What follows belongs to an exercise in optimizing a design on an open flow for small area, a short achievable clock period and few clock cycles; a production flow would make more cautious choices.
RTL that was checked went through simulation tests only; none was proved equivalent to the original.
For runs 5 to 8, only the layout was checked, not whether the RTL still works.
Power is estimated from default activity; no workload was simulated.

File: config.mk
export PLATFORM = sky130hd
export DESIGN_NAME = process
export DESIGN_NICKNAME = process
export VERILOG_FILES = /design/flow/design.v
export SDC_FILE = /design/flow/constraint.sdc
export NUM_CORES = 4
export LEC_CHECK = 0
export CAP_MARGIN = 20
export CORE_MARGIN = 2
export CORE_UTILIZATION = 45
export PLACE_DENSITY = 0.6
export SETUP_SLACK_MARGIN = 4.3
export SLEW_MARGIN = 20
File: constraint.sdc
create_clock -name core_clock -period 7.0 [get_ports {clk}]
set_input_delay 1.4000 -clock core_clock [delete_from_list [all_inputs] [get_ports {clk}]]
set_output_delay 1.4000 -clock core_clock [all_outputs]
set_load 0.01 [all_outputs]
File: design.v
`timescale 1ns / 1ps
module process(
	input clk,
	input rst,
	input [23:0] in_pix,
	output reg [5:0] row, col,
	output reg out_we,
	output reg [23:0] out_pix,
	output reg mirror_done,
	output reg gray_done,
	output reg filter_done);
localparam PM = 2'd0, PG = 2'd1, PF = 2'd2;
reg [1:0]  phase, nphase;
reg [1:0]  sub, nsub;
reg [12:0] cnt, ncnt;
wire [6:0]  s = cnt[12:6];
wire [5:0]  i = cnt[5:0];
wire [12:0] cinc = cnt + 13'd1;
wire [12:0] wpos = cnt - 13'd66;
wire        last11 = (cnt[10:0] == 11'd2047);
reg [5:0] nrow, ncol;
reg nwe, nmd, ngd, nfd;
reg f_i0, f_s0, f_ra;
reg nf_i0, nf_s0, nf_ra;
reg f_byp, nf_byp;
always @(*) begin
	nphase = phase; nsub = sub; ncnt = cnt;
	nrow = row; ncol = col;
	nwe = 1'b0; nmd = 1'b0; ngd = 1'b0; nfd = 1'b0;
	nf_i0 = f_i0; nf_s0 = f_s0; nf_ra = f_ra; nf_byp = 1'b0;
	case (phase)
	PM: begin
		case (sub)
		2'd0: begin
			nsub = 2'd1; nrow = ~{1'b0, cnt[10:6]}; ncol = cnt[5:0]; nwe = 1'b1;
		end
		2'd1: begin
			nsub = 2'd2; nrow = {1'b0, cnt[10:6]}; ncol = cnt[5:0]; nwe = 1'b1;
			nmd = last11; ncnt = cinc;
		end
		default: begin
			nsub = 2'd0;
			if (cnt[11]) begin
				nphase = PG; ncnt = 13'd0; nrow = 6'd0; ncol = 6'd0;
			end else begin
				nrow = {1'b0, cnt[10:6]}; ncol = cnt[5:0];
			end
		end
		endcase
	end
	PG: begin
		nsub = sub + 2'd1;
		case (sub)
		2'd0: begin nrow = cnt[10:5]; ncol = {cnt[4:0], 1'b1}; end
		2'd1: begin ncol = {cnt[4:0], 1'b0}; nwe = 1'b1; end
		2'd2: begin ncol = {cnt[4:0], 1'b1}; nwe = 1'b1; ngd = last11; ncnt = cinc; end
		default: begin
			if (cnt[11]) begin
				nphase = PF; ncnt = 13'd0; nrow = 6'd0; ncol = 6'd0; nwe = 1'b1;
				nf_i0 = 1'b1; nf_s0 = 1'b1; nf_ra = 1'b1;
			end else begin
				nrow = cnt[10:5]; ncol = {cnt[4:0], 1'b0};
			end
		end
		endcase
	end
	default: begin
		case (sub)
		2'd0: begin
			nsub = 2'd1; ncnt = cinc; nf_byp = f_i0;
			nrow = wpos[11:6];
			ncol = wpos[6] ? wpos[5:0] : ~wpos[5:0];
			nwe = (cnt >= 13'd66) && (cnt <= 13'd4161);
			nfd = (cnt == 13'd4161);
		end
		2'd1: begin
			if (cnt == 13'd4162) begin
				nphase = PM; nsub = 2'd0; ncnt = 13'd0; nrow = 6'd0; ncol = 6'd0;
			end else if (i == 6'd2 && s != 7'd0 && s <= 7'd64) begin
				nsub = 2'd2;
				if (s == 7'd64) begin nrow = 6'd63; ncol = 6'd63; end
				else begin nrow = s[5:0]; ncol = {6{s[0]}}; end
			end else begin
				nsub = 2'd0;
				if (s <= 7'd63) begin
					nrow = s[5:0]; ncol = s[0] ? ~i : i; nwe = 1'b1;
				end else if (s == 7'd64 && i == 6'd0) begin
					nrow = 6'd63; ncol = 6'd63; nwe = 1'b1;
				end
				nf_i0 = (i == 6'd0); nf_s0 = (cnt <= 13'd64); nf_ra = ~cnt[12];
			end
		end
		default: begin
			nsub = 2'd0;
			nrow = s[5:0]; ncol = s[0] ? ~i : i;
			nwe = (s <= 7'd63);
			nf_i0 = 1'b0; nf_s0 = 1'b0; nf_ra = ~cnt[12];
		end
		endcase
	end
	endcase
end
always @(posedge clk) begin
	if (rst) begin
		phase <= PM; sub <= 2'd0; cnt <= 13'd0;
		f_i0 <= 1'b1; f_s0 <= 1'b1; f_ra <= 1'b1; f_byp <= 1'b0;
		row <= 6'd0; col <= 6'd0; out_we <= 1'b0;
		mirror_done <= 1'b0; gray_done <= 1'b0; filter_done <= 1'b0;
	end else begin
		phase <= nphase; sub <= nsub; cnt <= ncnt;
		f_i0 <= nf_i0; f_s0 <= nf_s0; f_ra <= nf_ra; f_byp <= nf_byp;
		row <= nrow; col <= ncol; out_we <= nwe;
		mirror_done <= nmd; gray_done <= ngd; filter_done <= nfd;
	end
end
reg [23:0] P;
reg [7:0]  G0, G1;
reg [8:0]  E;
reg signed [12:0] K, J;
reg mxr, mxg, mxb, mnr, mng, mnb;
wire [7:0] pr = P[23:16], pg = P[15:8], pb = P[7:0];
wire [7:0] pmax = ({8{mxr}} & pr) | ({8{mxg}} & pg) | ({8{mxb}} & pb);
wire [7:0] pmin = ({8{mnr}} & pr) | ({8{mng}} & pg) | ({8{mnb}} & pb);
wire [8:0] gsum = {1'b0, pmax} + {1'b0, pmin};
wire irg = in_pix[23:16] > in_pix[15:8];
wire irb = in_pix[23:16] > in_pix[7:0];
wire igb = in_pix[15:8] > in_pix[7:0];
wire signed [12:0] pT = P[22:10];
wire [9:0] pH = P[9:0];
wire first = f_i0;
wire signed [12:0] Dn = J - $signed({3'b0, out_pix[9:0]});
wire [7:0] Dcl = Dn[12] ? 8'd0 : (|Dn[11:8]) ? 8'd255 : Dn[7:0];
wire [9:0] Hs = {1'b0, E} + {2'b0, G0};
wire signed [12:0] Ts = K - $signed({5'b0, G0});
wire [9:0] Hn = first ? {1'b0, E} : Hs;
wire signed [12:0] Tn = first ? K : Ts;
wire fA = (phase == PF) && (sub == 2'd0);
wire fB = (phase == PF) && (sub == 2'd1);
always @(posedge clk) begin
	P <= f_byp ? {1'b0, Tn, Hn} : in_pix;
	mxr <= irg & irb;
	mxg <= ~(irg & irb) & igb;
	mxb <= ~(irg & irb) & ~igb;
	mnb <= irb & igb;
	mng <= ~(irb & igb) & irg;
	mnr <= ~(irb & igb) & ~irg;
	E <= {1'b0, G0} + {1'b0, G1};
	K <= fA ? K - $signed({3'b0, f_s0 ? 10'd0 : pH})
	        : $signed({2'b0, G0, 3'b000}) + $signed({5'b0, G0}) - $signed({5'b0, G1});
end
always @(posedge clk) begin
	case (phase)
	PM: out_pix <= in_pix;
	PG: out_pix <= {8'd0, gsum[8:1], 8'd0};
	default: begin
		case (sub)
		2'd0: begin
			out_pix <= {8'd0, Dcl, 8'd0};
			J <= pT;
			G1 <= first ? 8'd0 : G0;
			G0 <= f_ra ? in_pix[15:8] : 8'd0;
		end
		2'd1: out_pix <= {1'b0, Tn, Hn};
		default: ;
		endcase
	end
	endcase
end
endmodule
File: flow/run.sh
#!/bin/bash
# The standard layout (the standard.sh, standard synthesis unchanged),
# except that the port buffers are sky130_fd_sc_hd__buf_2 cells.
# make's full output goes to make.log in the work folder; ORFS keeps each
# step's own log under orfs/logs.
set -euo pipefail
bash standard.sh "BUFFER_PORTS_ARGS=-buffer_cell sky130_fd_sc_hd__buf_2" finish > make.log 2>&1
File: standard.sh
#!/bin/bash
# synth_recipe.tcl (not shown) runs the flow's synth.tcl, then flattens the netlist and writes it again
# the make line also repeats each setting of config.mk as NAME=value (left out here)
make -C /OpenROAD-flow-scripts/flow DESIGN_CONFIG=/design/flow/config.mk WORK_HOME=/design/flow/orfs CLKGATE_MAP_FILE= SYNTH_SCRIPT=/design/flow/synth_recipe.tcl "${@:-finish}"
==> impl_metrics.toml, run 1 <==
[setup_path]
cp_slowest_cell = "a222oi_1"
critical_path_class = "flip-flop to flip-flop"
path_cells = "a222oi_1 -> inv_1 -> ha_1 -> nand3_1 -> o22a_1 -> a21oi_2 -> a21oi_1 -> and4b_1 -> or4b_1"
required_ns = 7.17
path_max_fanout = 3
cp-start-kind = "flip-flop"
reg2regPathDepth = 9
endpoint_kind = "flip-flop"
crit_buf_inv = 1
path_depth = 9
crit_family = "compound AO/OA/AOI/OAI gates"
critPathArrivalTime_ns = 3.03
crit_path_max_incr_delay_ns = 0.54

[power_and_ir_drop]
ir_drop_uv = 144
powerDensity_nw_per_um2 = 182
power.total_w = 0.00220
power.leakage_nw = 5.20

[synth]
ys_ff_latch = 142
post-synth-top-count-cell = "nor2_1"
synth_area_leaders = "dfxtp_1 17%, edfxtp_1 16%, ha_1 12%"
ys_seq_area_frac = 0.329
ys_types = 82
synth_common_cells = "117 x nor2_1, 105 x inv_1, 102 x ha_1, 101 x o21ai_0, 97 x a21oi_1"
synth_flop_cell = "dfxtp_1"
synth_edf_count = 53
synth_cells = 1215
syn-cell-area_um2 = 10300
syn_nets = 1355
synth_warnings = 1
synth_top_cell_area_share = 0.174
syn_area_per_cell_um2 = 8.44
synthArstFlopShare = 0
synth_top_area_cell = "dfxtp_1"

[sta]
finalClockSkew_ns = 0.0104
slew_headroom = 0.539
finalHoldViolCount = 0
finalHoldWorstSlack_ns = 0.475
drv_slew = 0
rsz0062_at_grt = "yes"
max_freq_ghz = 0.349
min_period_ns = 2.87
setup_tns_ns = 0
tightestPinTransition_ns = 0.691
fin_crit_sh = 0.410
setup_viol = 0

[place]
place_area_um2 = 10800
gp_congestion = 0.920
hpwl_um = 22800
portBuffers = 65

[clock_network]
cts_tree = "done"
clk_pin_slew_worst_paths_ns = 0.07
insertion_delay_ns = 0.43
cts_buffer_depth = 2
cts_max_level = 4
clock-sinks = 142
cts-root-buf = "clkbuf_16"
cts_buffers = 17

[global_routing]
grt-ovfl-total = 0
antenna_found_initial = 0
track_usage = 0.255
grt_max_degree = 46
grt_pass1_vias = 8505
grt_pass1_wl_um = 47300

[job]
max_cap_violations = 0

[final_layout]
multi_input_area_um2 = 6680
fin_util = 0.538
register_area_um2 = 3390
drive_above_1_share = 0.196
final_area_um2 = 12100
diodes = 0
area_growth_pct = 17.9
nets = 1422
fillers = 2082

[drt]
drt_wl_total_um = 31100
wl_per_cell_um = 19.7
dr.pass1.iters = 6
drt-vias-per-instance = 5.81
num_vias = 9186
drtIter0Drc = 785
post-route-drc-count = 0
antenna_left = 0

[status]
status = "timing/DRC/antenna clean"

[die]
row_count = 55
die_x_um = 155
start_util = 0.456
coreArea_um2 = 22500
dieArea_um2 = 24000
chipHeight_um = 155
io_pins = 66

[min_path]
holdPathStages = 0
min_path_type = "flip-flop to flip-flop"
[cell usage in the layout (no fill, tap or decap), types with 10 or more instances in the layout]
cell type / count
a211oi_1: 11
a21o_1: 14
a21oi_1: 85
a221oi_1: 10
a222oi_1: 18
a31oi_1: 14
and2_1: 15
and3_1: 16
buf_2: 65
buf_4: 42
clkbuf_16: 17
dfxtp_1: 79
dfxtp_2: 10
edfxtp_1: 53
ha_1: 91
inv_1: 92
mux2i_1: 10
nand2_1: 87
nand2b_1: 26
nand3_1: 19
nor2_1: 113
nor2b_1: 17
nor3_1: 17
o21a_1: 18
o21ai_0: 85
o21ai_1: 10
o21ai_2: 12
xnor2_1: 30
xor2_1: 18
[power breakdown]
part           switching [W]  internal, W
Combinational       0.000181     0.000130
Sequential         0.0000347     0.000882
Clock               0.000400     0.000571
[logic make-up (layout without fill, tap and decap cells)]
| family | Yosys count | in the layout | share of synthesized area |
|---|---|---|---|
| simple gates | 365 | 365 | 0.174 |
| compound gates | 359 | 359 | 0.226 |
| buf+inv | 166 | 246 | 0.0630 |
| flops | 142 | 142 | 0.329 |
| fa+ha+maj | 114 | 114 | 0.148 |
| xor+xnor | 55 | 55 | 0.0470 |
| mux | 14 | 14 | 0.0141 |
[timing repair]
action                     in CTS  in global routing
setup buffers                  12                 23
gates resized for setup        37                 78
setup endpoints to repair      24                 43
hold buffers                    0                  0
pin swaps                       8                 30
gates cloned                    0                  0
hold endpoints to repair        0                  0
[sequential cells by signal, summed over array words and instances (netlist names), 2 cells and up]
| register | count |
|---|---|
| G0 | 8 |
| G1 | 8 |
| out_pix | 24 |
| phase | 2 |
| sub | 2 |
| E | 9 |
| P | 24 |
| col | 6 |
| row | 6 |
| cnt | 13 |
| K | 13 |
| J | 13 |
[through the flow]
step | cells | worst slack [ns]
after floorplan | 1215 | 4.30
after global placement | 1513 | 3.63
after detailed placement | 1513 | 3.77
after CTS | 1557 | 4.12
after global routing | 1580 | 4.01
final | 1580 | 4.13
[worst paths after layout]
kind / startpoint / end / slack [ns]
worst min register to register: P[12]$_DFF_P_ / J[2]$_DFFE_PP_ / 0.48
worst max-delay path: P[17]$_DFF_P_ / out_pix[14]$_DFFE_PN_ / 4.13
worst max register to register: P[17]$_DFF_P_ / out_pix[14]$_DFFE_PN_ / 4.13
worst min-delay path: P[12]$_DFF_P_ / J[2]$_DFFE_PP_ / 0.48
[layout make-up]
cell class	instances	share of cell area
Clock buffer	19	0.0358
Clock inverter	13	0.0148
Inverter	105	0.0336
Multi-Input combinational cell	907	0.552
Sequential cell	142	0.280
Tap cell	285	0.0295
Timing Repair Buffer	109	0.0548
[per-layer routing]
layer  routed length [µm]  track usage  up-vias
met5                    0            0        -
met4                  732       0.0688        0
met3                 1730       0.0382       47
met2                14400        0.417      325
met1                14200        0.353     4327
li1                     -            -     4487
Testbench counts, summed over its fixed seeds: cycles 363,584.
==> run 2: changes to the inputs <==
--- a/config.mk
+++ b/config.mk
@@ -10,4 +10,4 @@
 export CORE_UTILIZATION = 45
 export PLACE_DENSITY = 0.6
-export SETUP_SLACK_MARGIN = 4.3
+export SETUP_SLACK_MARGIN = 4.0
 export SLEW_MARGIN = 20
==> impl_metrics.toml, run 2 <==
[die]
coreArea_um2 = 22500
chipHeight_um = 155
io_pins = 66
row_count = 55
start_util = 0.456
die_x_um = 155
dieArea_um2 = 24000

[synth]
synth_warnings = 1
ys_types = 82
synthArstFlopShare = 0
post-synth-top-count-cell = "nor2_1"
synth_common_cells = "117 x nor2_1, 105 x inv_1, 102 x ha_1, 101 x o21ai_0, 97 x a21oi_1"
syn_nets = 1355
synth_flop_cell = "dfxtp_1"
ys_seq_area_frac = 0.329
synth_cells = 1215
synth_area_leaders = "dfxtp_1 17%, edfxtp_1 16%, ha_1 12%"
synth_top_area_cell = "dfxtp_1"
ys_ff_latch = 142
synth_edf_count = 53
syn_area_per_cell_um2 = 8.44
syn-cell-area_um2 = 10300
synth_top_cell_area_share = 0.174

[final_layout]
area_growth_pct = 11.0
mostFrequentLayoutCells = "116 x nor2_1, 102 x inv_1, 101 x ha_1"
final_common_cell = "nor2_1"
diodes = 0
drive_above_1_share = 0.117
nets = 1390
top_regs = "P (24), out_pix (24)"
fillers = 2143

[place]
hpwl_um = 22800
portBuffers = 65
gp_congestion = 0.926

[sta]
fin_crit_sh = 0.411
min_period_ns = 2.88
setup_tns_ns = 0
finalClockSkew_ns = 0.0123
drv_slew = 0
finalHoldViolCount = 0
rsz0062_at_grt = "no"
tightestPinTransition_ns = 1.08
setup_viol = 0
slew_headroom = 0.276
finalHoldWorstSlack_ns = 0.484
max_freq_ghz = 0.348

[power_and_ir_drop]
ir_drop_uv = 143
powerDensity_nw_per_um2 = 183
power.leakage_nw = 4.96
power.total_w = 0.00208

[clock_network]
cts_buffers = 17
insertion_delay_ns = 0.43
clock-sinks = 142
cts_tree = "done"
clk_pin_slew_worst_paths_ns = 0.06
cts_buffer_depth = 2
cts-root-buf = "clkbuf_16"
cts_max_level = 4

[setup_path]
rrSetupSlack_ns = 4.12
cp-start-kind = "flip-flop"
critPathArrivalTime_ns = 3.04
endpoint_kind = "flip-flop"
rr_startpoint = "out_pix[0]$_DFFE_PN_"
reg2reg_to = "out_pix[14]$_DFFE_PN_"
critical_path_class = "flip-flop to flip-flop"
path_max_fanout = 8
required_ns = 7.16
reg2regPathDepth = 10

[min_path]
min_path_type = "flip-flop to flip-flop"
hold_start = "P[15]$_DFF_P_"
min_to = "J[5]$_DFFE_PP_"
holdPathStages = 0

[drt]
post-route-drc-count = 0
antenna_left = 0
num_vias = 8950
drtIter0Drc = 868
dr.pass1.iters = 7
drt-vias-per-instance = 5.78
drt_wl_total_um = 30300
wl_per_cell_um = 19.6

[global_routing]
grt_pass1_vias = 8521
grt-ovfl-total = 0
grt_pass1_wl_um = 47600
grt_max_degree = 46
antenna_found_initial = 0
track_usage = 0.254

[job]
max_cap_violations = 0

[status]
status = "timing/DRC/antenna clean"
-- run 2: changes by cell type in the layout (fill, tap and decap cells not counted), sizes merged --
cell | before | now
inv | 109 | 107
clkbuf | 19 | 18
bufinv | 3 | 1
clkinv | 1 | 6
buf | 109 | 77
-- run 2: kinds of logic (layout without fill, tap and decap cells) --
family	count (synthesis)	after routing	share of synthesized area
multiplexers	14	14	0.0141
AND/OR/NAND/NOR	365	365	0.174
AO/OA/AOI/OAI	359	359	0.226
flip-flops	142	142	0.329
buffers and inverters	166	214	0.0630
adder cells (fa/ha/maj)	114	114	0.148
XOR/XNOR	55	55	0.0470
-- run 2: where the power goes --
group          leakage (nW)  internal (W)  switching (W)
registers              1.25      0.000881      0.0000341
clock network         0.256      0.000486       0.000377
logic                  3.45      0.000127       0.000177
-- run 2: how the worst max path moves through the flow --
stage | from | end | slack, ns | cells past startpoint
after floorplan | in_pix[9] | mxr$_DFF_P_ | 4.22 | 10
after global placement | in_pix[9] | mxr$_DFF_P_ | 3.97 | 11
after CTS | out_pix[0]$_DFFE_PN_ | out_pix[14]$_DFFE_PN_ | 4.06 | 10
final | out_pix[0]$_DFFE_PN_ | out_pix[14]$_DFFE_PN_ | 4.12 | 10
after detailed placement | in_pix[1] | mng$_DFF_P_ | 3.93 | 11
after global routing | mxr$_DFF_P_ | out_pix[14]$_DFFE_PN_ | 3.93 | 9
-- run 2: area by class of cell --
type,instances,area [µm²],area share
repair buffers,77,423,0.0371
inverters,105,394,0.0346
well taps,285,357,0.0313
clock buffers,18,429,0.0377
multi-input cells,907,6290,0.553
clock inverters,14,118,0.0103
flip-flops and latches,142,3370,0.296
-- run 2: critical path: stages (launching register included) --
cell	delay [ns]
edfxtp_1	0.39
ha_1	0.23
fa_2	0.36
nor2b_2	0.18
o2111ai_2	0.14
nand4b_1	0.18
nand3_1	0.10
a21oi_1	0.14
a21bo_2	0.28
o21ai_1	0.17
or4b_1	0.46
-- run 2: layer usage --
| layer | part of all wire | wire [µm] | vias to the layer above | GRT usage |
|---|---|---|---|---|
| met2 | 0.45 | 13500 | 300 | 0.396 |
| li1 | - | - | 4418 | - |
| met1 | 0.46 | 13900 | 4182 | 0.350 |
| met5 | 0 | 0 | - | 0 |
| met4 | 0.035 | 1050 | 0 | 0.106 |
| met3 | 0.059 | 1800 | 50 | 0.0440 |
-- run 2: repair_timing --
action                     in CTS  in global routing
hold endpoints to repair        0                  0
hold buffers                    0                  0
resized for setup               0                 19
setup endpoints to repair       0                 19
setup buffers                   0                  4
-- run 2: metrics by stage --
step                      setup slack (ns)  std cells  instance area [µm²]   util
after floorplan                       4.22       1215                10300      -
after global placement                3.97       1511                10700  0.477
after detailed placement              3.93       1511                10700  0.477
after CTS                             4.06       1543                11300  0.502
after global routing                  3.93       1548                11400  0.506
final                                 4.12       1548                11400  0.506
==> run 3: changes to the inputs <==
--- a/config.mk
+++ b/config.mk
@@ -6,8 +6,8 @@
 export NUM_CORES = 4
 export LEC_CHECK = 0
-export CAP_MARGIN = 20
+export CAP_MARGIN = 0
 export CORE_MARGIN = 2
 export CORE_UTILIZATION = 45
 export PLACE_DENSITY = 0.6
-export SETUP_SLACK_MARGIN = 4.0
-export SLEW_MARGIN = 20
+export SETUP_SLACK_MARGIN = 4.1
+export SLEW_MARGIN = 0
==> impl_metrics.toml, run 3 <==
[clock_network]
cts.hold.buffers_added = 0
cts_tree = "done"
cts_buffer_depth = 2
clock-sinks = 142
cts_buffers = 17
insertion_delay_ns = 0.43
cts_max_level = 4
cts-root-buf = "clkbuf_16"
clk_pin_slew_worst_paths_ns = 0.06

[sta]
min_period_ns = 2.85
worst_slack_ns = 4.15
fin_crit_sh = 0.408
max_freq_ghz = 0.351
drv_slew = 0
setup_tns_ns = 0
slew_headroom = 0.285
setup_viol = 0
finalHoldViolCount = 0
rsz0062_at_grt = "yes"
finalClockSkew_ns = 0.0116
tightestPinTransition_ns = 1.07

[final_layout]
area_growth_pct = 12.4
fin_cells = 1552
final_area_um2 = 11500
drive_above_1_share = 0.133
top_regs = "P (24), out_pix (24)"
mostFrequentLayoutCells = "116 x nor2_1, 101 x inv_1, 97 x o21ai_0"
fillers = 2131
diodes = 0
final_common_cell = "nor2_1"
nets = 1394

[global_routing]
antenna_found_initial = 0
grt_pass1_vias = 8520
grt-ovfl-total = 0
track_usage = 0.254
grt_pass1_wl_um = 47600
grt_max_degree = 46

[setup_path]
reg2regPathDepth = 10
critical_path_class = "flip-flop to flip-flop"
reg2reg_to = "out_pix[14]$_DFFE_PN_"
rrSetupSlack_ns = 4.15
endpoint_kind = "flip-flop"
critPathCapture = "out_pix[14]$_DFFE_PN_"
worstSetupStartpoint = "out_pix[0]$_DFFE_PN_"
cp-start-kind = "flip-flop"
crit_path_max_incr_delay_ns = 0.46
path_max_fanout = 6
required_ns = 7.17
critPathArrivalTime_ns = 3.02
cp_slowest_cell = "or4b_4"
rr_startpoint = "out_pix[0]$_DFFE_PN_"
path_cells = "ha_2 -> fa_2 -> nor2b_4 -> o2111ai_2 -> nand4b_1 -> nand3_1 -> a21oi_2 -> a21bo_4 -> o21ai_2 -> or4b_4"

[synth]
synth_top_cell_area_share = 0.174
synth_edf_count = 53
synth_flop_cell = "dfxtp_1"
ys_ff_latch = 142
synth_top_area_cell = "dfxtp_1"
syn_area_per_cell_um2 = 8.44
synthArstFlopShare = 0
ys_seq_area_frac = 0.329
synth_warnings = 1
synth_cells = 1215
ys_types = 82
post-synth-top-count-cell = "nor2_1"
synth_common_cells = "117 x nor2_1, 105 x inv_1, 102 x ha_1, 101 x o21ai_0, 97 x a21oi_1"
syn-cell-area_um2 = 10300
synth_area_leaders = "dfxtp_1 17%, edfxtp_1 16%, ha_1 12%"
syn_nets = 1355

[die]
row_count = 55
io_pins = 66
die_x_um = 155
coreArea_um2 = 22500
chipHeight_um = 155
start_util = 0.456
dieArea_um2 = 24000

[power_and_ir_drop]
ir_drop_uv = 144
powerDensity_nw_per_um2 = 182
power.leakage_nw = 4.98
power.total_w = 0.00210

[place]
portBuffers = 65
place_area_um2 = 10700
placed_cells = 1511
hpwl_um = 22800
dp_slack_ns = 3.93
gp_congestion = 0.926

[drt]
num_vias = 8943
dr.pass1.iters = 8
antenna_left = 0
drt_wl_total_um = 30400
drtIter0Drc = 791
post-route-drc-count = 0
drt-vias-per-instance = 5.76
wl_per_cell_um = 19.6

[job]
max_cap_violations = 0

[min_path]
min_path_type = "flip-flop to flip-flop"

[status]
status = "timing/DRC/antenna clean"
[run 3: through the flow]
stage | utilization | hold slack (ns)
6_report | 0.513 | 0.487
4_1_cts | 0.502 | 0.478
2_1_floorplan | - | 0.429
5_1_grt | 0.513 | 0.494
3_5_place_dp | 0.477 | 0.464
3_3_place_gp | 0.477 | 0.460
[run 3: critical path, delay by kind of cell, from the launching register on]
kind                       cells  cell delay (ns)
and+or+nand+nor                4             0.89
adders and majority gates      2             0.62
AOI/OAI and AO/OA              4             0.66
DFF                            1             0.40
[run 3: worst min path at each step]
| stage | start | endpoint | slack, ns | cells past startpoint |
|---|---|---|---|---|
| 6_report | P[15]$_DFF_P_ | J[5]$_DFFE_PP_ | 0.49 | 0 |
| 5_1_grt | P[15]$_DFF_P_ | J[5]$_DFFE_PP_ | 0.49 | 0 |
| 4_1_cts | P[15]$_DFF_P_ | J[5]$_DFFE_PP_ | 0.48 | 0 |
| 3_5_place_dp | P[15]$_DFF_P_ | J[5]$_DFFE_PP_ | 0.46 | 0 |
| 3_3_place_gp | P[15]$_DFF_P_ | J[5]$_DFFE_PP_ | 0.46 | 0 |
| 2_1_floorplan | P[17]$_DFF_P_ | J[7]$_DFFE_PP_ | 0.43 | 0 |
[run 3: final cells by class]
| cell class | count | area, µm² | area share |
|---|---|---|---|
| inverters | 105 | 394 | 0.0342 |
| multi-input cells | 907 | 6420 | 0.556 |
| repair buffers | 81 | 445 | 0.0386 |
| flip-flops and latches | 142 | 3370 | 0.293 |
| clock buffers | 18 | 429 | 0.0372 |
| well taps | 285 | 357 | 0.0309 |
| clock inverters | 14 | 118 | 0.0102 |
[run 3: per-layer routing]
layer / GRT usage / share of wire
met1: 0.350 / 0.46
met2: 0.396 / 0.44
met3: 0.0440 / 0.063
met4: 0.106 / 0.036
met5: 0 / 0
[run 3: repair_timing]
item | 4_1_cts | 5_1_grt
buffers inserted | 0 | 9
endpoints found under the setup margin | 26 | 49
cloned | 0 | 0
pin swaps | 1 | 9
resized for setup | 2 | 39
[run 3: cell families (layout without fill, tap and decap cells)]
logic type,after synthesis,after routing,share of synthesized area
DFF,142,142,0.329
muxes,14,14,0.0141
AOI/OAI and AO/OA,359,359,0.226
and+or+nand+nor,365,365,0.174
adders and majority gates,114,114,0.148
xor gates and xnor gates,55,55,0.0470
buffers and inverters,166,218,0.0630
[run 3: where the power goes]
group | internal, W | leakage, nW | switching, W
Clock | 0.000486 | 0.256 | 0.000378
Combinational | 0.000133 | 3.48 | 0.000183
Sequential | 0.000881 | 1.25 | 0.0000343
==> run 4: changes to the inputs <==
--- a/config.mk
+++ b/config.mk
@@ -6,8 +6,8 @@
 export NUM_CORES = 4
 export LEC_CHECK = 0
-export CAP_MARGIN = 0
+export CAP_MARGIN = 20
 export CORE_MARGIN = 2
-export CORE_UTILIZATION = 45
-export PLACE_DENSITY = 0.6
+export CORE_UTILIZATION = 50
+export PLACE_DENSITY = 0.75
 export SETUP_SLACK_MARGIN = 4.1
-export SLEW_MARGIN = 0
+export SLEW_MARGIN = 20
==> impl_metrics.toml, run 4 <==
[setup_path]
crit_family = "simple AND/OR/NAND/NOR gates"
cp_slowest_cell = "or4b_4"
critPathArrivalTime_ns = 3.10
crit_path_max_incr_delay_ns = 0.48
cp-start-kind = "flip-flop"
endpoint_kind = "flip-flop"
crit_buf_inv = 1
required_ns = 7.17
critical_path_class = "flip-flop to flip-flop"
path_cells = "ha_4 -> fa_2 -> nor2b_4 -> o2111ai_2 -> nand4b_1 -> buf_4 -> a21oi_1 -> xor2_1 -> nor3_4 -> o21ai_2 -> or4b_4"
path_max_fanout = 8

[global_routing]
grt_pass1_vias = 8574
grt-ovfl-total = 0
grt_pass1_wl_um = 47100
track_usage = 0.277
antenna_found_initial = 0
use_met2 = 0.431
busiest_layer = "met2"
met1_usage = 0.379
grt_max_degree = 46
grtUsageMet3 = 0.0540

[synth]
ys_seq_area_frac = 0.329
syn-cell-area_um2 = 10300
synth_compound_area_frac = 0.226
ys_types = 82
synth_adder_area_share = 0.148
synth_top_family_by_area = "compound AO/OA/AOI/OAI gates"
post-synth-top-count-cell = "nor2_1"
synth_area_leaders = "dfxtp_1 17%, edfxtp_1 16%, ha_1 12%"
synth_warnings = 1
synth_edf_count = 53
synth_top_area_cell = "dfxtp_1"
synthArstFlopShare = 0
synthXorXnorAreaFrac = 0.0470
synthSimpleGateAreaFrac = 0.174
syn_nets = 1355
syn_area_per_cell_um2 = 8.44
synth_common_cells = "117 x nor2_1, 105 x inv_1, 102 x ha_1, 101 x o21ai_0, 97 x a21oi_1"
synth_top_cell_area_share = 0.174
synth.area.mux_share = 0.0141
synth_flop_cell = "dfxtp_1"
ys_ff_latch = 142
synth_cells = 1215

[final_layout]
area_growth_pct = 12.9
diodes = 0
nets = 1394
fillers = 1790
mostFrequentLayoutCells = "116 x nor2_1, 100 x inv_1, 97 x ha_1"
final_common_cell = "nor2_1"
top_regs = "P (24), out_pix (24)"
drive_above_1_share = 0.133

[power_and_ir_drop]
power.leakage_nw = 5.01
switching_share = 0.268
pwr-share-comb = 0.144
switching_power_w = 0.000590
clock_power_share = 0.439
p_seq_frac = 0.417
p_int_w = 0.00161
ir_drop_uv = 144
powerDensity_nw_per_um2 = 190

[clock_network]
cts_max_level = 4
cts_buffers = 17
clk_pin_slew_worst_paths_ns = 0.06
insertion_delay_ns = 0.43
cts_buffer_depth = 2
cts-root-buf = "clkbuf_16"
cts_tree = "done"
clock-sinks = 142
cts.hold.buffers_added = 0

[die]
die_x_um = 147
coreArea_um2 = 20200
chipHeight_um = 147
start_util = 0.509
row_count = 52
io_pins = 66
dieArea_um2 = 21700

[place]
portBuffers = 65
hpwl_um = 21900
gp_congestion = 0.924

[drt]
antenna_left = 0
wl_per_cell_um = 19.4
drtIter0Drc = 1268
drt_wl_total_um = 29800
num_vias = 9326
dr.pass1.iters = 8
drt-vias-per-instance = 6.07
post-route-drc-count = 0

[sta]
finalHoldViolCount = 0
fin_crit_sh = 0.419
finalClockSkew_ns = 0.00922
finalHoldWorstSlack_ns = 0.481
slew_headroom = 0.298
min_period_ns = 2.94
setup_viol = 0
tightestPinTransition_ns = 1.05
drv_slew = 0
setup_tns_ns = 0
rsz0062_at_grt = "yes"
max_freq_ghz = 0.341

[status]
status = "timing/DRC/antenna clean"

[job]
max_cap_violations = 0

[min_path]
min_path_type = "flip-flop to flip-flop"
## run 4: power groups by stage
stage                     Combinational (W)  Clock, W  Sequential [W]
final                              0.000318  0.000967        0.000917
after global routing               0.000349   0.00101        0.000919
after CTS                          0.000303  0.000970        0.000913
after detailed placement           0.000289         0        0.000930
after global placement             0.000285         0        0.000930
after floorplan                    0.000219         0        0.000916
## run 4: metal layers
layer  part of all wire  wire length, µm  vias to the layer above
li1                   -                -                     4434
met1               0.43            12700                     4342
met2               0.45            13300                      464
met3              0.087             2590                       86
met4              0.039             1160                        0
met5                  0                0                        -
## run 4: worst reg2reg max path: stages (launching register included)
cell	delay (ns)
edfxtp_1	0.44
ha_4	0.20
fa_2	0.42
nor2b_4	0.14
o2111ai_2	0.16
nand4b_1	0.18
buf_4	0.13
a21oi_1	0.07
xor2_1	0.25
nor3_4	0.10
o21ai_2	0.11
or4b_4	0.48
## run 4: layout make-up
type / instances / area [µm²] / area share
Clock buffer: 19 / 433 / 0.0374
Timing Repair Buffer: 81 / 453 / 0.0391
Clock inverter: 13 / 189 / 0.0163
Multi-Input combinational cell: 907 / 6390 / 0.552
Tap cell: 270 / 338 / 0.0292
Sequential cell: 142 / 3380 / 0.292
Inverter: 105 / 398 / 0.0344
## run 4: repair_timing
| action | CTS | global route |
|---|---|---|
| buffers inserted | 4 | 5 |
| setup endpoints to repair | 33 | 20 |
| gates resized for setup | 17 | 28 |
| cloned | 0 | 0 |
| pin swaps | 6 | 6 |
## run 4: final timing paths
kind                   startpoint                     to  slack (ns)  cells past startpoint
max          out_pix[0]$_DFFE_PN_  out_pix[14]$_DFFE_PN_        4.06                     11
min                 P[12]$_DFF_P_         J[2]$_DFFE_PP_        0.48                      0
max reg2reg  out_pix[0]$_DFFE_PN_  out_pix[14]$_DFFE_PN_        4.06                     11
min reg2reg         P[12]$_DFF_P_         J[2]$_DFFE_PP_        0.48                      0
## run 4: per-stage QoR
stage,power (W),cell area (µm²),setup slack (ns),utilization,std cells
after CTS,0.00219,11400,4.06,0.568,1531
final,0.00220,11600,4.06,0.574,1537
after floorplan,0.00113,10300,4.22,-,1215
after detailed placement,0.00122,10700,3.93,0.531,1495
after global routing,0.00228,11600,3.96,0.574,1537
after global placement,0.00121,10700,3.97,0.531,1495
## run 4: cells by family after synthesis
logic type | after synthesis
compound gates | 359
xor+xnor | 55
fa+ha+maj | 114
buf+inv | 166
flops | 142
mux | 14
simple gates | 365
==> run 5: changes to the inputs <==
--- a/design.v
+++ b/design.v
@@ -135,5 +135,4 @@
 wire [9:0] Hn = first ? {1'b0, E} : Hs;
 wire signed [12:0] Tn = first ? K : Ts;
-wire fA = (phase == PF) && (sub == 2'd0);
 wire fB = (phase == PF) && (sub == 2'd1);
 always @(posedge clk) begin
@@ -146,6 +145,6 @@
 	mnr <= ~(irb & igb) & ~irg;
 	E <= {1'b0, G0} + {1'b0, G1};
-	K <= fA ? K - $signed({3'b0, f_s0 ? 10'd0 : pH})
-	        : $signed({2'b0, G0, 3'b000}) + $signed({5'b0, G0}) - $signed({5'b0, G1});
+	K <= $signed({2'b0, G0, 3'b000}) + $signed({5'b0, G0}) - $signed({5'b0, G1})
+	     - $signed({3'b0, f_s0 ? 10'd0 : pH});
 end
 always @(posedge clk) begin
--- a/config.mk
+++ b/config.mk
@@ -8,6 +8,6 @@
 export CAP_MARGIN = 20
 export CORE_MARGIN = 2
-export CORE_UTILIZATION = 50
-export PLACE_DENSITY = 0.75
+export CORE_UTILIZATION = 45
+export PLACE_DENSITY = 0.6
 export SETUP_SLACK_MARGIN = 4.1
 export SLEW_MARGIN = 20
==> impl_metrics.toml, run 5 <==
[clock_network]
cts_tree = "done"
cts_max_level = 4
cts-root-buf = "clkbuf_16"
cts_buffers = 17
clock-sinks = 142
insertion_delay_ns = 0.43
cts_buffer_depth = 2
clk_pin_slew_worst_paths_ns = 0.07

[setup_path]
critical_path_class = "flip-flop to flip-flop"
reg2regPathDepth = 13
critPathArrivalTime_ns = 3.27
rr_startpoint = "G0[0]$_SDFFCE_PN0P_"
endpoint_kind = "flip-flop"
reg2reg_to = "K[11]$_DFF_P_"
rrSetupSlack_ns = 4.04
required_ns = 7.32
cp-start-kind = "flip-flop"
path_max_fanout = 2

[global_routing]
grt_pass1_wl_um = 45500
track_usage = 0.249
grt_max_degree = 46
grt_pass1_vias = 8034
antenna_found_initial = 0
grt-ovfl-total = 0

[synth]
synth_warnings = 1
post-synth-top-count-cell = "inv_1"
synth_cells = 1129
syn_area_per_cell_um2 = 8.74
syn_nets = 1269
synth_area_leaders = "dfxtp_1 18%, edfxtp_1 16%, ha_1 12%"
syn-cell-area_um2 = 9860
synth_common_cells = "104 x inv_1, 100 x a21oi_1, 97 x nor2_1, 94 x ha_1, 89 x dfxtp_1"
synth_top_cell_area_share = 0.181
ys_seq_area_frac = 0.342
ys_types = 76
ys_ff_latch = 142
synth_flop_cell = "dfxtp_1"
synthArstFlopShare = 0
synth_top_area_cell = "dfxtp_1"
synth_edf_count = 53

[sta]
fin_crit_sh = 0.422
slew_headroom = 0.444
drv_slew = 0
max_freq_ghz = 0.338
rsz0062_at_grt = "yes"
finalHoldViolCount = 0
finalClockSkew_ns = 0.0104
setup_tns_ns = 0
setup_viol = 0
min_period_ns = 2.96
tightestPinTransition_ns = 0.832

[drt]
antenna_left = 0
wl_per_cell_um = 19.7
wl_met1_um = 13500
drtIter0Drc = 739
drt_wl_total_um = 29100
num_vias = 8528
wl_met2_um = 13500
post-route-drc-count = 0
dr.pass1.iters = 8
maxUsedRoutingLayer = "met4"
drt-vias-per-instance = 5.75
dr_wl_met3_um = 1650

[final_layout]
register_area_um2 = 3400
nets = 1329
fillers = 2014
multi_input_area_um2 = 6030
area_growth_pct = 15.8
top_regs = "P (24), out_pix (24)"
drive_above_1_share = 0.164
mostFrequentLayoutCells = "102 x inv_1, 96 x nor2_1, 93 x ha_1"
fin_cells = 1482
diodes = 0
final_common_cell = "inv_1"

[min_path]
min_path_type = "flip-flop to flip-flop"
holdPathStages = 0
min_to = "J[0]$_DFFE_PP_"
hold_start = "P[10]$_DFF_P_"

[die]
io_pins = 66
row_count = 54
start_util = 0.455
chipHeight_um = 152
coreArea_um2 = 21700
dieArea_um2 = 23100
die_x_um = 152

[power_and_ir_drop]
power.leakage_nw = 4.97
ir_drop_uv = 176
powerDensity_nw_per_um2 = 191

[place]
gp_congestion = 0.875
placed_cells = 1425
portBuffers = 65
hpwl_um = 21400

[status]
status = "timing/DRC/antenna clean"

[job]
max_cap_violations = 0
run 5: cell types whose count changed after synthesis, moves of 9 or more:
cell	delta
o21ai_0	-36
nand2_1	-10
nor2_1	-20
o21a_1	-9
run 5: per-stage QoR:
stage	worst slack (ns)	total power, W	utilization	hold WS (ns)	area, µm²
detailed placement	3.73	0.00122	0.479	0.460	10400
finish	4.04	0.00218	0.527	0.476	11400
global placement	3.75	0.00122	0.479	0.450	10400
CTS	3.96	0.00218	0.517	0.476	11200
floorplan	4.10	0.00113	-	0.409	9880
global route	3.86	0.00226	0.527	0.495	11400
run 5: cell families after synthesis:
kind of cell,after synthesis,synth area share
mux,15,0.0154
buf+inv,165,0.0653
flops,142,0.342
xor+xnor,45,0.0400
compound gates,328,0.219
simple gates,320,0.158
fa+ha+maj,114,0.160
run 5: per-layer routing:
layer / GRT usage / vias to the layer above
li1: - / 4168
met1: 0.353 / 4034
met2: 0.400 / 292
met3: 0.0354 / 34
met4: 0.0681 / 0
met5: 0 / -
run 5: repair_timing:
item	CTS	global route
pin swaps	17	22
hold buffers	0	0
setup buffers	17	8
endpoints found under the setup margin	30	43
hold endpoints to repair	0	0
gates resized for setup	25	41
run 5: area by class of cell:
class                           instances  area share
Tap cell                              280      0.0307
Clock buffer                           17      0.0372
Sequential cell                       142       0.298
Multi-Input combinational cell        822       0.528
Timing Repair Buffer                  102      0.0552
Clock inverter                         15      0.0171
Inverter                              104      0.0342
run 5: worst max path at each step:
stage | start | end | cells past startpoint
global placement | sub[0]$_SDFF_PP0_ | cnt[6]$_SDFFE_PP0P_ | 10
detailed placement | f_s0$_SDFFE_PP1P_ | K[12]$_DFF_P_ | 12
global route | G0[0]$_SDFFCE_PN0P_ | K[10]$_DFF_P_ | 13
floorplan | G0[0]$_SDFFCE_PN0P_ | K[10]$_DFF_P_ | 12
finish | G0[0]$_SDFFCE_PN0P_ | K[11]$_DFF_P_ | 13
CTS | G0[0]$_SDFFCE_PN0P_ | K[11]$_DFF_P_ | 13
run 5: power by group:
part | leakage (nW) | total, W | switching [W] | internal [W]
sequential | 1.25 | 0.000918 | 0.0000355 | 0.000882
combinational | 3.41 | 0.000306 | 0.000178 | 0.000128
clock | 0.308 | 0.000959 | 0.000411 | 0.000547
total | 4.97 | 0.00218 | 0.000625 | 0.00156
run 5: worst max-delay path, cell delays in order (launching register included):
cell and delay (ns):
edfxtp_1 0.38, inv_2 0.07, fa_1 0.54, inv_1 0.05, fa_1 0.49, ha_1 0.31
a21o_1 0.17, a21oi_2 0.14, o21bai_1 0.08, a21oi_2 0.17, o21ai_2 0.10, a21oi_2 0.13
o21bai_1 0.08, xnor2_1 0.13
==> run 6: changes to the inputs <==
--- a/design.v
+++ b/design.v
@@ -129,10 +129,11 @@
 wire [9:0] pH = P[9:0];
 wire first = f_i0;
-wire signed [12:0] Dn = J - $signed({3'b0, out_pix[9:0]});
-wire [7:0] Dcl = Dn[12] ? 8'd0 : (|Dn[11:8]) ? 8'd255 : Dn[7:0];
+wire [7:0] Dcl = J[12] ? 8'd0 : (|J[11:8]) ? 8'd255 : J[7:0];
+wire [7:0] g0b = first ? 8'd0 : G0;
 wire [9:0] Hs = {1'b0, E} + {2'b0, G0};
 wire signed [12:0] Ts = K - $signed({5'b0, G0});
 wire [9:0] Hn = first ? {1'b0, E} : Hs;
 wire signed [12:0] Tn = first ? K : Ts;
+wire fA = (phase == PF) && (sub == 2'd0);
 wire fB = (phase == PF) && (sub == 2'd1);
 always @(posedge clk) begin
@@ -145,6 +146,6 @@
 	mnr <= ~(irb & igb) & ~irg;
 	E <= {1'b0, G0} + {1'b0, G1};
-	K <= $signed({2'b0, G0, 3'b000}) + $signed({5'b0, G0}) - $signed({5'b0, G1})
-	     - $signed({3'b0, f_s0 ? 10'd0 : pH});
+	K <= fA ? K - $signed({3'b0, f_s0 ? 10'd0 : pH})
+	        : $signed({2'b0, G0, 3'b000}) + $signed({5'b0, G0}) - $signed({5'b0, G1});
 end
 always @(posedge clk) begin
@@ -160,5 +161,8 @@
 			G0 <= f_ra ? in_pix[15:8] : 8'd0;
 		end
-		2'd1: out_pix <= {1'b0, Tn, Hn};
+		2'd1: begin
+			out_pix <= {1'b0, Tn, Hn};
+			J <= J - $signed({4'b0, E}) - $signed({5'b0, g0b});
+		end
 		default: ;
 		endcase
==> impl_metrics.toml, run 6 <==
[status]
status = "timing/DRC/antenna clean"

[global_routing]
grt_pass1_wl_um = 53600
antenna_found_initial = 1
grt_pass1_vias = 9187
grt_max_degree = 49
grt-ovfl-total = 0
track_usage = 0.271

[setup_path]
endpoint_kind = "flip-flop"
path_cells = "buf_4 -> inv_2 -> fa_1 -> inv_1 -> ha_4 -> nand2_1 -> o21ai_1 -> or4_4 -> a31oi_4 -> o21ai_1 -> xnor2_1 -> mux2i_1"
worst_path_most_repeated_cell = "o21ai_1"
reg2reg_to = "K[10]$_DFF_P_"
required_ns = 7.30
rrSetupSlack_ns = 4.04
worstSetupStartpoint = "G0[1]$_SDFFCE_PN0P_"
reg2regPathDepth = 12
crit_path_max_incr_delay_ns = 0.53
cp_slowest_cell = "fa_1"
critPathArrivalTime_ns = 3.26
rr_startpoint = "G0[1]$_SDFFCE_PN0P_"
cp-start-kind = "flip-flop"
critical_path_class = "flip-flop to flip-flop"
critPathCapture = "K[10]$_DFF_P_"
path_max_fanout = 5

[die]
io_pins = 66
row_count = 56
dieArea_um2 = 25400
die_x_um = 159
coreArea_um2 = 23600
start_util = 0.460
chipHeight_um = 159

[synth]
ys_ff_latch = 142
synthArstFlopShare = 0
syn_nets = 1420
syn_area_per_cell_um2 = 8.56
synth_top_cell_area_share = 0.164
synth_area_leaders = "dfxtp_1 16%, edfxtp_1 15%, ha_1 12%"
ys_types = 83
synth_common_cells = "108 x nor2_1, 107 x inv_1, 106 x ha_1, 98 x o21ai_0, 96 x nand2_1"
synth_warnings = 1
synth_flop_cell = "dfxtp_1"
post-synth-top-count-cell = "nor2_1"
synth_edf_count = 53
synth_top_area_cell = "dfxtp_1"
syn-cell-area_um2 = 10900
synth_cells = 1269
ys_seq_area_frac = 0.311

[clock_network]
cts_tree = "done"
cts-root-buf = "clkbuf_16"
insertion_delay_ns = 0.44
cts.hold.buffers_added = 0
cts_buffer_depth = 2
cts_max_level = 4
cts_buffers = 17
clock-sinks = 142
clk_pin_slew_worst_paths_ns = 0.07

[sta]
finalClockSkew_ns = 0.0171
rsz0062_at_grt = "yes"
max_freq_ghz = 0.338
drv_slew = 0
setup_viol = 0
setup_tns_ns = 0
fin_crit_sh = 0.423
worst_slack_ns = 4.04
finalHoldViolCount = 0
tightestPinTransition_ns = 0.933
min_period_ns = 2.96
slew_headroom = 0.377

[place]
placed_cells = 1602
portBuffers = 65
place_area_um2 = 11400
dp_slack_ns = 3.62
hpwl_um = 25300
gp_congestion = 0.942

[final_layout]
fillers = 2260
drive_above_1_share = 0.172
nets = 1479
mostFrequentLayoutCells = "106 x nor2_1, 101 x inv_1, 93 x o21ai_0, 93 x ha_1, 91 x nand2_1"
final_common_cell = "nor2_1"
diodes = 0
final_area_um2 = 12500
fin_cells = 1660
area_growth_pct = 15.3
top_regs = "P (24), out_pix (24)"

[min_path]
min_path_type = "flip-flop to flip-flop"

[power_and_ir_drop]
ir_drop_uv = 135
power.total_w = 0.00217
power.leakage_nw = 5.37
powerDensity_nw_per_um2 = 173

[drt]
wl_per_cell_um = 21.0
drt-vias-per-instance = 5.98
drtIter0Drc = 1112
num_vias = 9921
post-route-drc-count = 0
antenna_left = 0
dr.pass1.iters = 7
drt_wl_total_um = 34900

[job]
max_cap_violations = 0
==> run 6: cell types whose count changed after synthesis, sizes merged, moves of 11 or more <==
cell | previous run | this run
a31oi | 10 | 23
ha | 94 | 106
mux2 | 1 | 12
nand2 | 78 | 96
nor2 | 98 | 111
o21ai | 70 | 107
xor2 | 10 | 22
==> run 6: cell families after synthesis <==
family | after synthesis | synth area share
and+or+nand+nor | 364 | 0.164
AOI/OAI and AO/OA | 386 | 0.237
DFF | 142 | 0.311
buffers and inverters | 172 | 0.0624
xor gates and xnor gates | 57 | 0.0460
muxes | 23 | 0.0226
adders and majority gates | 125 | 0.157
==> run 6: layout make-up <==
cell class | instances | area (µm²) | share of cell area
multi-input combinational | 955 | 7140 | 0.570
sequential | 142 | 3380 | 0.270
timing repair buffer | 101 | 618 | 0.0493
clock buffer | 17 | 425 | 0.0340
inverter | 110 | 417 | 0.0333
tap | 319 | 399 | 0.0319
clock inverter | 15 | 140 | 0.0112
timing repair inverter | 1 | 5.00 | 0.000399
==> run 6: power breakdown <==
| part | switching, W | total, W | internal (W) | leakage (nW) |
|---|---|---|---|---|
| sequential | 0.0000346 | 0.000918 | 0.000883 | 1.25 |
| combinational | 0.000202 | 0.000345 | 0.000142 | 3.85 |
| clock | 0.000436 | 0.000908 | 0.000472 | 0.277 |
| total | 0.000672 | 0.00217 | 0.00150 | 5.37 |
==> run 6: critical path, delay by kind of cell, from the launching register on <==
family	cells	cell delay [ns]
muxes	1	0.12
DFF	1	0.40
xor gates and xnor gates	1	0.29
and+or+nand+nor	2	0.50
AOI/OAI and AO/OA	3	0.47
adders and majority gates	2	0.79
buffers and inverters	3	0.25
==> run 6: stage by stage <==
stage	hold WS [ns]	utilization
detailed placement	0.451	0.483
floorplan	0.473	-
finish	0.464	0.531
CTS	0.461	0.517
global placement	0.442	0.483
global route	0.493	0.531
==> run 6: routing by layer <==
layer	global-route usage	vias up	routed length, µm	part of all wire
met5	0	-	0	0
met4	0.0678	0	580	0.017
met3	0.0529	38	3140	0.090
met2	0.393	421	14800	0.42
met1	0.411	4757	16400	0.47
li1	-	4705	-	-
==> run 6: worst min-delay path by stage <==
stage | start | endpoint | cells past startpoint
after floorplan | sub[0]$_SDFF_PP0_ | sub[0]$_SDFF_PP0_ | 1
after detailed placement | f_byp$_SDFF_PP0_ | P[13]$_DFF_P_ | 1
after global placement | f_byp$_SDFF_PP0_ | P[13]$_DFF_P_ | 1
final | f_byp$_SDFF_PP0_ | P[13]$_DFF_P_ | 1
after CTS | f_byp$_SDFF_PP0_ | P[13]$_DFF_P_ | 1
after global routing | f_byp$_SDFF_PP0_ | P[13]$_DFF_P_ | 1
==> run 6: what timing repair did <==
item                       4_1_cts  5_1_grt
gates resized for setup         26       53
buffers inserted                15       10
pin swaps                        6       26
setup endpoints to repair       44       40
cloned                           1        0
==> run 7: changes to the inputs <==
--- a/design.v
+++ b/design.v
@@ -117,5 +117,6 @@
 reg [7:0]  G0, G1;
 reg [8:0]  E;
-reg signed [12:0] K, J;
+reg signed [12:0] K;
+reg [9:0]  J;
 reg mxr, mxg, mxb, mnr, mng, mnb;
 wire [7:0] pr = P[23:16], pg = P[15:8], pb = P[7:0];
@@ -129,6 +130,7 @@
 wire [9:0] pH = P[9:0];
 wire first = f_i0;
-wire [7:0] Dcl = J[12] ? 8'd0 : (|J[11:8]) ? 8'd255 : J[7:0];
-wire [7:0] g0b = first ? 8'd0 : G0;
+wire [9:0] Jn = pT[12] ? 10'd0 : (|pT[11:10]) ? 10'h3ff : pT[9:0];
+wire [10:0] Dn = {1'b0, J} - {1'b0, out_pix[9:0]};
+wire [7:0] Dcl = Dn[10] ? 8'd0 : (|Dn[9:8]) ? 8'd255 : Dn[7:0];
 wire [9:0] Hs = {1'b0, E} + {2'b0, G0};
 wire signed [12:0] Ts = K - $signed({5'b0, G0});
@@ -157,12 +159,9 @@
 		2'd0: begin
 			out_pix <= {8'd0, Dcl, 8'd0};
-			J <= pT;
+			J <= Jn;
 			G1 <= first ? 8'd0 : G0;
 			G0 <= f_ra ? in_pix[15:8] : 8'd0;
 		end
-		2'd1: begin
-			out_pix <= {1'b0, Tn, Hn};
-			J <= J - $signed({4'b0, E}) - $signed({5'b0, g0b});
-		end
+		2'd1: out_pix <= {1'b0, Tn, Hn};
 		default: ;
 		endcase
==> impl_metrics.toml, run 7 <==
[sta]
finalClockSkew_ns = 0.00948
setup_viol = 0
drv_slew = 0
finalHoldViolCount = 0
rsz0062_at_grt = "yes"
min_period_ns = 2.82
worst_slack_ns = 4.18
tightestPinTransition_ns = 0.757
max_freq_ghz = 0.355
slew_headroom = 0.495
setup_tns_ns = 0
fin_crit_sh = 0.402

[synth]
synthSimpleGateAreaFrac = 0.176
synth_warnings = 1
synth_top_cell_area_share = 0.172
synth_common_cells = "143 x nor2_1, 102 x ha_1, 102 x inv_1, 89 x dfxtp_1, 84 x a21oi_1"
syn-cell-area_um2 = 10400
syn_area_per_cell_um2 = 8.47
synth_edf_count = 50
synth_area_leaders = "dfxtp_1 17%, edfxtp_1 14%, ha_1 12%"
synth_top_area_cell = "dfxtp_1"
ys_seq_area_frac = 0.317
synthArstFlopShare = 0
ys_types = 78
synthXorXnorAreaFrac = 0.0422
synth_cells = 1224
post-synth-top-count-cell = "nor2_1"
synth_adder_area_share = 0.146
synth_top_family_by_area = "compound AO/OA/AOI/OAI gates"
synth_compound_area_frac = 0.232
synth_flop_cell = "dfxtp_1"
syn_nets = 1364
ys_ff_latch = 139
synth.area.mux_share = 0.0227

[setup_path]
rrSetupSlack_ns = 4.18
path_cells = "inv_2 -> ha_1 -> or2_2 -> a211oi_1 -> a21oi_2 -> buf_4 -> and3_1 -> or3_1"
rr_startpoint = "G0[6]$_SDFFCE_PN0P_"
path_max_fanout = 6
crit_path_max_incr_delay_ns = 0.54
reg2regPathDepth = 8
reg2reg_to = "out_pix[22]$_DFFE_PN_"
critical_path_class = "flip-flop to flip-flop"
crit_buf_inv = 2
critPathArrivalTime_ns = 2.98
endpoint_kind = "flip-flop"
crit_family = "simple AND/OR/NAND/NOR gates"
required_ns = 7.16
cp_slowest_cell = "edfxtp_1"
path_depth = 8
cp-start-kind = "flip-flop"

[clock_network]
cts_buffers = 17
cts_max_level = 4
cts_buffer_depth = 2
cts_tree = "done"
clock-sinks = 139
cts.hold.buffers_added = 0
cts-root-buf = "clkbuf_16"
insertion_delay_ns = 0.43
clk_pin_slew_worst_paths_ns = 0.07

[global_routing]
grt_pass1_wl_um = 49700
track_usage = 0.265
grt_pass1_vias = 8939
grt-ovfl-total = 0
antenna_found_initial = 0
grt_max_degree = 46

[power_and_ir_drop]
power.leakage_nw = 5.17
ir_drop_uv = 142
powerDensity_nw_per_um2 = 187

[place]
portBuffers = 65
hpwl_um = 23300
dp_slack_ns = 3.83
gp_congestion = 0.906

[final_layout]
fillers = 2152
area_growth_pct = 13.4
drive_above_1_share = 0.144
top_regs = "P (24), out_pix (24)"
diodes = 0
mostFrequentLayoutCells = "141 x nor2_1, 99 x ha_1, 96 x inv_1"
final_common_cell = "nor2_1"
nets = 1410

[drt]
num_vias = 9287
drt-vias-per-instance = 5.92
post-route-drc-count = 0
drt_wl_total_um = 31800
dr.pass1.iters = 8
antenna_left = 0
drtIter0Drc = 1002
wl_per_cell_um = 20.2

[die]
die_x_um = 156
row_count = 55
coreArea_um2 = 22600
chipHeight_um = 156
dieArea_um2 = 24300
io_pins = 66
start_util = 0.458

[min_path]
min_path_type = "flip-flop to flip-flop"
min_to = "col[0]$_SDFFE_PP0N_"
holdPathStages = 2
hold_start = "col[0]$_SDFFE_PP0N_"

[job]
max_cap_violations = 0

[status]
status = "timing/DRC/antenna clean"
-- run 7: layout make-up --
type,instances,area (µm²),area share
well taps,285,357,0.0303
multi-input cells,915,6560,0.558
clock inverters,14,173,0.0147
repair buffers,94,543,0.0462
inverters,103,387,0.0329
clock buffers,18,450,0.0383
flip-flops and latches,139,3280,0.279
-- run 7: stage by stage --
| step | cells | hold slack (ns) | total power (W) | util | area, µm² |
|---|---|---|---|---|---|
| floorplan | 1224 | 0.473 | 0.00113 | - | 10400 |
| global placement | 1520 | 0.479 | 0.00122 | 0.480 | 10900 |
| detailed placement | 1520 | 0.485 | 0.00123 | 0.480 | 10900 |
| CTS | 1557 | 0.497 | 0.00219 | 0.511 | 11600 |
| global route | 1568 | 0.528 | 0.00227 | 0.519 | 11800 |
| finish | 1568 | 0.494 | 0.00219 | 0.519 | 11800 |
-- run 7: logic make-up (layout without fill, tap and decap cells) --
| logic type | Yosys count | count (layout) |
|---|---|---|
| mux | 23 | 23 |
| xor+xnor | 50 | 50 |
| buf+inv | 170 | 229 |
| fa+ha+maj | 114 | 114 |
| flops | 139 | 139 |
| compound gates | 352 | 352 |
| simple gates | 376 | 376 |
-- run 7: layer usage --
layer,up-vias,global-route usage,wire length [µm]
li1,4511,-,-
met1,4372,0.365,14500
met2,348,0.420,14300
met3,56,0.0400,1940
met4,0,0.102,1040
met5,-,0,0
-- run 7: worst max path at each step --
| stage | from | endpoint | slack, ns |
|---|---|---|---|
| after global routing | G0[1]$_SDFFCE_PN0P_ | out_pix[9]$_DFFE_PN_ | 4.07 |
| after detailed placement | out_pix[0]$_DFFE_PN_ | out_pix[9]$_DFFE_PN_ | 3.83 |
| after floorplan | G0[1]$_SDFFCE_PN0P_ | K[10]$_DFF_P_ | 4.13 |
| after CTS | G0[4]$_SDFFCE_PN0P_ | K[10]$_DFF_P_ | 4.05 |
| after global placement | G0[1]$_SDFFCE_PN0P_ | K[10]$_DFF_P_ | 3.88 |
| final | G0[6]$_SDFFCE_PN0P_ | out_pix[22]$_DFFE_PN_ | 4.18 |
-- run 7: worst register-to-register path, stage by stage (launching register included) --
cell and delay (ns):
edfxtp_1 0.54, inv_2 0.16, ha_1 0.35, or2_2 0.28
a211oi_1 0.40, a21oi_2 0.10, buf_4 0.19, and3_1 0.17
or3_1 0.36
-- run 7: timing repair --
action	CTS	global route
endpoints found under the hold margin	0	0
buffers inserted	5	11
resized for setup	10	24
pin swaps	2	4
setup endpoints to repair	21	21
-- run 7: where the power goes --
| part | switching [W] | internal, W |
|---|---|---|
| logic | 0.000190 | 0.000137 |
| registers | 0.0000333 | 0.000862 |
| clock network | 0.000409 | 0.000562 |
| total | 0.000632 | 0.00156 |
==> run 8: changes to the inputs <==
--- a/config.mk
+++ b/config.mk
@@ -6,8 +6,9 @@
 export NUM_CORES = 4
 export LEC_CHECK = 0
+export ABC_AREA = 1
 export CAP_MARGIN = 20
 export CORE_MARGIN = 2
 export CORE_UTILIZATION = 45
 export PLACE_DENSITY = 0.6
-export SETUP_SLACK_MARGIN = 4.1
+export SETUP_SLACK_MARGIN = 4.6
 export SLEW_MARGIN = 20
==> impl_metrics.toml, run 8 <==
[status]
status = "timing/DRC/antenna clean"

[synth]
synth_adder_area_share = 0.137
synth.area.mux_share = 0
synth_compound_area_frac = 0.132
syn_nets = 1783
synth_edf_count = 50
synth_top_family_by_area = "simple AND/OR/NAND/NOR gates"
synth_top_cell_area_share = 0.161
post-synth-top-count-cell = "nand2_1"
synth_warnings = 1
synthArstFlopShare = 0
syn_area_per_cell_um2 = 6.75
synth_cells = 1643
synth_top_area_cell = "dfxtp_1"
ys_seq_area_frac = 0.296
synth_area_leaders = "dfxtp_1 16%, nand2_1 16%, edfxtp_1 14%"
ys_ff_latch = 139
synth_common_cells = "462 x nand2_1, 215 x inv_1, 143 x nor2_1, 139 x nand3_1, 109 x o21ai_0"
synthSimpleGateAreaFrac = 0.309
synth_flop_cell = "dfxtp_1"
synthXorXnorAreaFrac = 0.0253
ys_types = 46
syn-cell-area_um2 = 11100

[global_routing]
antenna_found_initial = 0
grt_pass1_vias = 10500
grt_pass1_wl_um = 56900
grt-ovfl-total = 0
track_usage = 0.281
grt_max_degree = 32

[die]
io_pins = 66
row_count = 57
die_x_um = 161
chipHeight_um = 161
coreArea_um2 = 24200
dieArea_um2 = 25900
start_util = 0.458

[drt]
wl_per_cell_um = 17.7
dr.pass1.iters = 6
num_vias = 11200
drt-vias-per-instance = 5.43
drt_wl_total_um = 36400
drtIter0Drc = 1156
antenna_left = 0
post-route-drc-count = 0

[setup_path]
critical_path_class = "flip-flop to output port"
crit_buf_inv = 1
rrSetupSlack_ns = 4.70
cp-start-kind = "flip-flop"
reg2regPathDepth = 12
crit_path_max_incr_delay_ns = 0.46
cp_slowest_cell = "edfxtp_1"
endpoint_kind = "output port"
critPathArrivalTime_ns = 1.05
rr_startpoint = "G0[6]$_SDFFCE_PN0P_"
crit_family = "flip-flops"
path_cells = "buf_6"
required_ns = 5.60
path_max_fanout = 1
reg2reg_to = "K[11]$_DFF_P_"

[clock_network]
cts.hold.buffers_added = 0
clk_pin_slew_worst_paths_ns = 0.07
cts_buffers = 17
clock-sinks = 139
cts_tree = "done"
cts-root-buf = "clkbuf_16"
cts_buffer_depth = 2
cts_max_level = 4
insertion_delay_ns = 0.44

[min_path]
hold_start = "row[1]$_SDFFE_PP0P_"
min_to = "row[1]$_SDFFE_PP0P_"
min_path_type = "flip-flop to flip-flop"
holdPathStages = 4

[sta]
rsz0062_at_grt = "yes"
tightestPinTransition_ns = 1.06
min_period_ns = 2.45
setup_tns_ns = 0
finalHoldWorstSlack_ns = 0.514
finalHoldViolCount = 0
drv_slew = 0
fin_crit_sh = 0.350
finalClockSkew_ns = 0.0155
setup_viol = 0
max_freq_ghz = 0.409
slew_headroom = 0.294

[place]
hpwl_um = 27100
gp_congestion = 0.950
portBuffers = 65
placed_cells = 1988

[final_layout]
nets = 1856
drive_above_1_share = 0.152
fillers = 2425
register_area_um2 = 3290
area_growth_pct = 17.0
fin_cells = 2053
multi_input_area_um2 = 7110
top_regs = "P (24), out_pix (24)"
final_common_cell = "nand2_1"
diodes = 0
mostFrequentLayoutCells = "458 x nand2_1, 195 x inv_1, 134 x nor2_1"

[power_and_ir_drop]
ir_drop_uv = 156
powerDensity_nw_per_um2 = 174
power.leakage_nw = 6.27

[job]
max_cap_violations = 0
==> run 8: worst max-delay path by stage <==
stage,from,slack (ns),cells past startpoint,to
3_3_place_gp,sub[0]$_SDFF_PP0_,4.00,10,f_s0$_SDFFE_PP1P_
2_1_floorplan,in_pix[9],4.53,11,mxb$_DFF_P_
5_1_grt,out_pix[21]$_DFFE_PN_,4.51,1,out_pix[21]
6_report,out_pix[21]$_DFFE_PN_,4.55,1,out_pix[21]
3_5_place_dp,sub[1]$_SDFF_PP0_,3.93,11,f_s0$_SDFFE_PP1P_
4_1_cts,out_pix[21]$_DFFE_PN_,4.54,1,out_pix[21]
==> run 8: layer usage <==
metal / GRT usage / share of wire / vias to the layer above
li1: - / - / 5527
met1: 0.394 / 0.46 / 5136
met2: 0.442 / 0.44 / 416
met3: 0.0383 / 0.065 / 76
met4: 0.107 / 0.035 / 0
met5: 0 / 0 / -
==> run 8: layout make-up <==
class                      count  area share
clock buffer                  17      0.0328
clock inverter                15      0.0149
inverter                     229      0.0702
multi-input combinational   1226       0.548
sequential                   139       0.253
tap                          324      0.0312
timing repair buffer         101      0.0490
timing repair inverter         2    0.000964
==> run 8: power breakdown <==
group	total [W]	internal (W)	switching (W)
clock	0.000931	0.000488	0.000443
sequential	0.000903	0.000865	0.0000387
combinational	0.000425	0.000161	0.000265
total	0.00226	0.00151	0.000746
==> run 8: stage by stage <==
step	worst slack (ns)	cell area, µm²	util	power (W)
floorplan	4.53	11200	-	0.00120
global placement	4.00	11700	0.481	0.00131
detailed placement	3.93	11700	0.481	0.00131
CTS	4.54	12500	0.516	0.00225
global route	4.51	13000	0.535	0.00236
finish	4.55	13000	0.535	0.00226
==> run 8: cell families after synthesis <==
group | Yosys count
AO/OA/AOI/OAI | 267
XOR/XNOR | 32
adder cells (fa/ha/maj) | 114
buffers and inverters | 278
flip-flops | 139
AND/OR/NAND/NOR | 813
==> run 8: repair_timing <==
action                     in CTS  in global routing
cloned                          2                  0
pin swaps                       3                 24
setup endpoints to repair      89                 65
gates resized for setup        34                 96
buffers inserted               16                 15
==> run 8: worst reg2reg max path, delay by kind of cell (launching register included) <==
family	cells	cell delay, ns
AO/OA/AOI/OAI	2	0.36
AND/OR/NAND/NOR	4	0.36
flip-flops	1	0.39
adder cells (fa/ha/maj)	2	0.65
buffers and inverters	4	0.48

==> what the ideal ports hide <==
The flow's constraints put no driver on any port. The routed layouts listed below were extracted and timed again, unchanged, in two steps.
Step 1 sets driving cells, clkbuf_16 on the clock port and buf_2 on the other inputs (assumed; they add their load-dependent delay and slew).
Step 2 moves the port delays by t, midway between the first and last clock arrival at a register: inputs arrive t later, outputs are due t later. That takes back most of the time a late clock gives input paths.
Slacks: no drivers / after step 1 / after step 2; pairs: no drivers / after step 1.
run	shift t [ns]	setup slack, ns	latest minus earliest clock arrival (ns)
run 1	0.474	4.131 / 4.131 / 3.978	0.011 / 0.011
run 2	0.474	4.123 / 4.123 / 3.871	0.012 / 0.012
run 3	0.474	4.147 / 4.147 / 3.873	0.012 / 0.011
run 4	0.473	4.065 / 4.065 / 3.833	0.010 / 0.009
run 5	0.469	4.044 / 4.044 / 3.893	0.011 / 0.010
run 6	0.485	4.040 / 4.040 / 3.944	0.018 / 0.017
run 7	0.469	4.184 / 4.184 / 3.938	0.009 / 0.010
run 8	0.482	4.552 / 4.503 / 4.187	0.016 / 0.016
After both steps every run listed still meets setup and hold. The setup slack of run 8, which loses most, moves by -0.049 ns with the drivers and by -0.365 ns with both steps.
